What follows belongs to an exercise in optimizing a design on an open flow for small area and a short achievable clock period; a production flow would make more cautious choices.
At most, simulation tests tie the RTL to the original design; equivalence was not proved.

==> raven <==
==> flow/design.v <==
module fifo(
  input clk,rst,wr_en,rd_en,
  input [7:0] buf_in, 
  output reg [7:0]buf_out,
  output reg buf_empty,buf_full,
  output reg [6:0] fifo_counter
);
  reg [5:0] wr_ptr,rd_ptr;
  reg [7:0] buf_mem[63:0];
  always@(fifo_counter)begin
    buf_empty=(fifo_counter==0);
    buf_full=(fifo_counter==64);
  end
  always@(posedge clk or posedge rst)begin
    if(rst) 
      fifo_counter<=0; 
    else if(!buf_full && wr_en && !buf_empty && rd_en)
      fifo_counter<=fifo_counter;
      else if(!buf_full && wr_en)
        fifo_counter<= fifo_counter +1;
      else if(!buf_empty && rd_en)
        fifo_counter<= fifo_counter -1;
      else 
        fifo_counter<=fifo_counter;
    end
  always@(posedge clk or posedge rst)begin
    if(rst)begin
      buf_out<=0;
    end
    else if(!buf_empty && rd_en)begin
      buf_out<=buf_mem[rd_ptr];
    end
    else begin
      buf_out<=buf_out;
    end
  end
  always@(posedge clk)begin
    if(!buf_full && wr_en)begin
      buf_mem[wr_ptr]<=buf_in;
    end
    else begin
      buf_mem[wr_ptr]<= buf_mem[wr_ptr];
    end
  end
  always@(posedge clk or posedge rst) begin
    if(rst)begin
      wr_ptr<=0;
      rd_ptr<=0;
    end
    else begin
      if(!buf_full && wr_en)begin
        wr_ptr<= wr_ptr +1;
      end
        else begin
          wr_ptr<= wr_ptr;
        end
      if(!buf_empty && rd_en) begin
        rd_ptr <= rd_ptr +1;
      end
      else begin
        rd_ptr<= rd_ptr;
      end
  end
  end
    endmodule
==> flow/run.sh <==
#!/bin/bash
# synth_recipe.tcl (not shown) runs the flow's synth.tcl, then flattens the netlist and writes it again
# the make line also repeats each setting of config.mk as NAME=value (left out here)
make -C /OpenROAD-flow-scripts/flow DESIGN_CONFIG=/design/flow/config.mk WORK_HOME=/design/flow/orfs CLKGATE_MAP_FILE= SYNTH_SCRIPT=/design/flow/synth_recipe.tcl finish
==> flow/config.mk <==
export PLATFORM = sky130hd
export DESIGN_NAME = fifo
export DESIGN_NICKNAME = fifo
export VERILOG_FILES = /design/flow/design.v
export SDC_FILE = /design/flow/constraint.sdc
export NUM_CORES = 4
export LEC_CHECK = 0
export CAP_MARGIN = 20
export CORE_MARGIN = 2
export CORE_UTILIZATION = 40
export SLEW_MARGIN = 20
==> flow/constraint.sdc <==
create_clock -name core_clock -period 3.3 [get_ports {clk}]
set_input_delay 0.6600 -clock core_clock [delete_from_list [all_inputs] [get_ports {clk}]]
set_output_delay 0.6600 -clock core_clock [all_outputs]
set_load 0.01 [all_outputs]
==> sierra (differences from raven) <==
==> flow/design.v (replaced) <==
module fifo(
  input clk,rst,wr_en,rd_en,
  input [7:0] buf_in,
  output reg [7:0]buf_out,
  output reg buf_empty,buf_full,
  output reg [6:0] fifo_counter
);
  reg [7:0] buf_mem[63:0];
  reg [7:0] rsel_lo, rsel_hi;    
  wire wr_acc = wr_en & ~buf_full;
  wire rd_acc = rd_en & ~buf_empty;
  wire inc = wr_acc & ~rd_acc;
  wire dec = rd_acc & ~wr_acc;
  integer i;
  always @(posedge clk) begin
    if (wr_acc) begin
      buf_mem[0] <= buf_in;
      for (i = 1; i < 64; i = i + 1)
        buf_mem[i] <= buf_mem[i-1];
    end
  end
  reg [7:0] rd_next;
  integer j;
  always @* begin
    rd_next = buf_out & {8{~rd_acc}};
    for (j = 0; j < 64; j = j + 1)
      rd_next = rd_next | (buf_mem[j] & {8{rsel_hi[j/8] & rsel_lo[j%8] & rd_acc}});
  end
  always @(posedge clk or posedge rst) begin
    if (rst)
      buf_out <= 8'd0;
    else
      buf_out <= rd_next;
  end
  always @(posedge clk or posedge rst) begin
    if (rst) begin
      fifo_counter <= 7'd0;
      rsel_lo <= 8'h80;
      rsel_hi <= 8'h80;
      buf_empty <= 1'b1;
      buf_full <= 1'b0;
    end else begin
      if (inc) begin
        fifo_counter <= fifo_counter + 7'd1;
        rsel_lo <= {rsel_lo[6:0], rsel_lo[7]};
        if (rsel_lo[7]) rsel_hi <= {rsel_hi[6:0], rsel_hi[7]};
      end else if (dec) begin
        fifo_counter <= fifo_counter - 7'd1;
        rsel_lo <= {rsel_lo[0], rsel_lo[7:1]};
        if (rsel_lo[0]) rsel_hi <= {rsel_hi[0], rsel_hi[7:1]};
      end
      buf_full  <= buf_full ? ~rd_en : (fifo_counter == 7'd63) & wr_en & ~rd_en;
      buf_empty <= buf_empty ? ~wr_en : (fifo_counter == 7'd1) & rd_en & ~wr_en;
    end
  end
endmodule
==> flow/flow/run.sh (new file) <==
#!/bin/bash
# Standard ORFS layout, with plain buffers on the ports and resizing not
# limited to each cell's footprint.
set -euo pipefail
bash standard.sh MATCH_CELL_FOOTPRINT=0 \
  "BUFFER_PORTS_ARGS=-buffer_cell sky130_fd_sc_hd__buf_4" \
  finish > flow.log 2>&1
==> flow/standard.sh (new file) <==
#!/bin/bash
# synth_recipe.tcl (not shown) runs the flow's synth.tcl, then flattens the netlist and writes it again
# the make line also repeats each setting of config.mk as NAME=value (left out here)
make -C /OpenROAD-flow-scripts/flow DESIGN_CONFIG=/design/flow/config.mk WORK_HOME=/design/flow/orfs CLKGATE_MAP_FILE= SYNTH_SCRIPT=/design/flow/synth_recipe.tcl "${@:-finish}"
SETUP_SLACK_MARGIN = 1.4   (was default)
removed: flow/run.sh
==> maple (differences from raven) <==
==> flow/design.v (replaced) <==
module fifo(
  input clk,rst,wr_en,rd_en,
  input [7:0] buf_in,
  output reg [7:0]buf_out,
  output reg buf_empty,buf_full,
  output reg [6:0] fifo_counter
);
  reg [7:0] buf_mem[63:0];
  reg [7:0] rsel_lo, rsel_hi;    
  wire wr_acc = wr_en & ~buf_full;
  wire rd_acc = rd_en & ~buf_empty;
  wire inc = wr_acc & ~rd_acc;
  wire dec = rd_acc & ~wr_acc;
  integer i;
  always @(posedge clk) begin
    if (wr_acc) begin
      buf_mem[0] <= buf_in;
      for (i = 1; i < 64; i = i + 1)
        buf_mem[i] <= buf_mem[i-1];
    end
  end
  reg [7:0] rd_data;
  integer j;
  always @* begin
    rd_data = 8'd0;
    for (j = 0; j < 64; j = j + 1)
      rd_data = rd_data | (buf_mem[j] & {8{rsel_hi[j/8] & rsel_lo[j%8]}});
  end
  always @(posedge clk or posedge rst) begin
    if (rst)
      buf_out <= 8'd0;
    else if (rd_acc)
      buf_out <= rd_data;
  end
  always @(posedge clk or posedge rst) begin
    if (rst) begin
      fifo_counter <= 7'd0;
      rsel_lo <= 8'h80;
      rsel_hi <= 8'h80;
      buf_empty <= 1'b1;
      buf_full <= 1'b0;
    end else begin
      if (inc) begin
        fifo_counter <= fifo_counter + 7'd1;
        rsel_lo <= {rsel_lo[6:0], rsel_lo[7]};
        if (rsel_lo[7]) rsel_hi <= {rsel_hi[6:0], rsel_hi[7]};
      end else if (dec) begin
        fifo_counter <= fifo_counter - 7'd1;
        rsel_lo <= {rsel_lo[0], rsel_lo[7:1]};
        if (rsel_lo[0]) rsel_hi <= {rsel_hi[0], rsel_hi[7:1]};
      end
      buf_full  <= buf_full ? ~rd_en : (fifo_counter == 7'd63) & wr_en & ~rd_en;
      buf_empty <= buf_empty ? ~wr_en : (fifo_counter == 7'd1) & rd_en & ~wr_en;
    end
  end
endmodule
==> flow/flow/run.sh (new file) <==
#!/bin/bash
# Standard ORFS layout, with plain buffers on the ports and resizing not
# limited to each cell's footprint.
set -euo pipefail
bash standard.sh MATCH_CELL_FOOTPRINT=0 \
  "BUFFER_PORTS_ARGS=-buffer_cell sky130_fd_sc_hd__buf_4" \
  finish > flow.log 2>&1
==> flow/standard.sh (new file) <==
#!/bin/bash
# synth_recipe.tcl (not shown) runs the flow's synth.tcl, then flattens the netlist and writes it again
# the make line also repeats each setting of config.mk as NAME=value (left out here)
make -C /OpenROAD-flow-scripts/flow DESIGN_CONFIG=/design/flow/config.mk WORK_HOME=/design/flow/orfs CLKGATE_MAP_FILE= SYNTH_SCRIPT=/design/flow/synth_recipe.tcl "${@:-finish}"
CTS_BUF_LIST = sky130_fd_sc_hd__clkbuf_4 sky130_fd_sc_hd__clkbuf_8   (was default)
SETUP_SLACK_MARGIN = 1.4   (was default)
removed: flow/run.sh
==> ember (differences from raven) <==
==> flow/design.v (replaced) <==
module fifo(
  input clk,rst,wr_en,rd_en,
  input [7:0] buf_in,
  output reg [7:0]buf_out,
  output reg buf_empty,buf_full,
  output reg [6:0] fifo_counter
);
  reg [7:0] buf_mem[63:0];
  reg [7:0] rsel_lo, rsel_hi;    
  wire wr_acc = wr_en & ~buf_full;
  wire rd_acc = rd_en & ~buf_empty;
  wire inc = wr_acc & ~rd_acc;
  wire dec = rd_acc & ~wr_acc;
  integer i;
  always @(posedge clk) begin
    if (wr_acc) begin
      buf_mem[0] <= buf_in;
      for (i = 1; i < 64; i = i + 1)
        buf_mem[i] <= buf_mem[i-1];
    end
  end
  reg [7:0] grp [7:0];
  reg [7:0] rd_data;
  integer g, j;
  always @* begin
    for (g = 0; g < 8; g = g + 1) begin
      grp[g] = 8'd0;
      for (j = 0; j < 8; j = j + 1)
        grp[g] = grp[g] | (buf_mem[8*g+j] & {8{rsel_lo[j]}});
    end
    rd_data = 8'd0;
    for (g = 0; g < 8; g = g + 1)
      rd_data = rd_data | (grp[g] & {8{rsel_hi[g]}});
  end
  always @(posedge clk or posedge rst) begin
    if (rst)
      buf_out <= 8'd0;
    else if (rd_acc)
      buf_out <= rd_data;
  end
  always @(posedge clk or posedge rst) begin
    if (rst) begin
      fifo_counter <= 7'd0;
      rsel_lo <= 8'h80;
      rsel_hi <= 8'h80;
      buf_empty <= 1'b1;
      buf_full <= 1'b0;
    end else begin
      if (inc) begin
        fifo_counter <= fifo_counter + 7'd1;
        rsel_lo <= {rsel_lo[6:0], rsel_lo[7]};
        if (rsel_lo[7]) rsel_hi <= {rsel_hi[6:0], rsel_hi[7]};
      end else if (dec) begin
        fifo_counter <= fifo_counter - 7'd1;
        rsel_lo <= {rsel_lo[0], rsel_lo[7:1]};
        if (rsel_lo[0]) rsel_hi <= {rsel_hi[0], rsel_hi[7:1]};
      end
      buf_full  <= buf_full ? ~rd_en : (fifo_counter == 7'd63) & wr_en & ~rd_en;
      buf_empty <= buf_empty ? ~wr_en : (fifo_counter == 7'd1) & rd_en & ~wr_en;
    end
  end
endmodule
==> flow/flow/run.sh (new file) <==
#!/bin/bash
# Standard ORFS layout, with plain buffers on the ports, resizing not limited
# to each cell's footprint, and larger clock-tree sink clusters.
set -euo pipefail
bash standard.sh MATCH_CELL_FOOTPRINT=0 \
  "BUFFER_PORTS_ARGS=-buffer_cell sky130_fd_sc_hd__buf_4" \
  "CTS_ARGS=-sink_clustering_enable -repair_clock_nets -dont_use_dummy_load -sink_clustering_size 30 -sink_clustering_max_diameter 100" \
  finish > flow.log 2>&1
==> flow/standard.sh (new file) <==
#!/bin/bash
# synth_recipe.tcl (not shown) runs the flow's synth.tcl, then flattens the netlist and writes it again
# the make line also repeats each setting of config.mk as NAME=value (left out here)
make -C /OpenROAD-flow-scripts/flow DESIGN_CONFIG=/design/flow/config.mk WORK_HOME=/design/flow/orfs CLKGATE_MAP_FILE= SYNTH_SCRIPT=/design/flow/synth_recipe.tcl "${@:-finish}"
ABC_AREA = 1   (was default)
SETUP_SLACK_MARGIN = 1.4   (was default)
removed: flow/run.sh
==> comparison table <==
item                                                                                     sierra                    ember                    raven                    maple
Global-route wire length before repair                                                 96000 um                 69900 um                 73500 um                 82100 um
Result of the run                                                       complete, no violations  complete, no violations  complete, no violations  complete, no violations
Top-area cell type share of the netlist area                                              75.0%                    71.5%                    72.2%                    75.5%
Number of cells produced by synthesis                                                      1144                     1844                     1129                     1191
Storage cell area                                                                    0.0162 mm2               0.0162 mm2               0.0161 mm2               0.0163 mm2
Register-to-Register Setup Slack                                                         800 ps                  1300 ps                   410 ps                  1220 ps
Highest-utilization routing layer at the global route stage                                met1                     met2                     met2                     met2
Most frequent standard cell in the layout excluding fill and tap cells                 edfxtp_1                  nand2_1                 edfxtp_1                 edfxtp_1
Synth Area in Compound Gates                                                              11.8%                    1.01%                    4.72%                    12.4%
Non-Filler Cell Area, Final                                                          0.0246 mm2               0.0234 mm2               0.0248 mm2               0.0246 mm2
Worst Path Buf+Inv                                                                            1                        2                        1                        1
Ratio of cells with drive above 1 in the final layout                                     25.9%                    7.23%                    23.1%                    27.0%
Routing usage on met2                                                                     36.4%                    25.9%                    28.0%                    31.5%
Post-cts repair resize count                                                                 86                       22                        0                      103
Routed wire length on met3                                                              9270 um                  1870 um                  3030 um                  6230 um
No functional check of the RTL was part of sierra and maple.

==> re-timing with driven ports <==
No port has a modelled driver above. Below, the same layouts with a new extraction and two added sets of constraints. Step 1, drivers: a clkbuf_16 drives clk and a buf_2 each remaining input, both assumed. Step 2 moves the port delays by t, midway between the first and last clock arrival at a register: inputs arrive t later, outputs are due t later. That takes back most of the time a late clock gives input paths. Slacks: ideal / step 1 / step 2; pairs: ideal / step 1.
run	t (ns)	setup WS [ns]	worst setup path after step 2	latest minus earliest clock arrival (ns)
raven	0.637	0.296 / 0.239 / 0.339	input to register	0.013 / 0.013
sierra	0.649	0.796 / 0.796 / 0.423	input to register	0.026 / 0.026
maple	0.718	1.220 / 1.170 / 0.984	input to register	0.029 / 0.029
ember	0.617	1.297 / 1.297 / 0.901	input to register	0.051 / 0.051
After both steps setup and hold are still met in every run listed. For ember, which loses most, drivers alone change the setup slack by 0.000 ns; drivers and shift together by -0.396 ns.
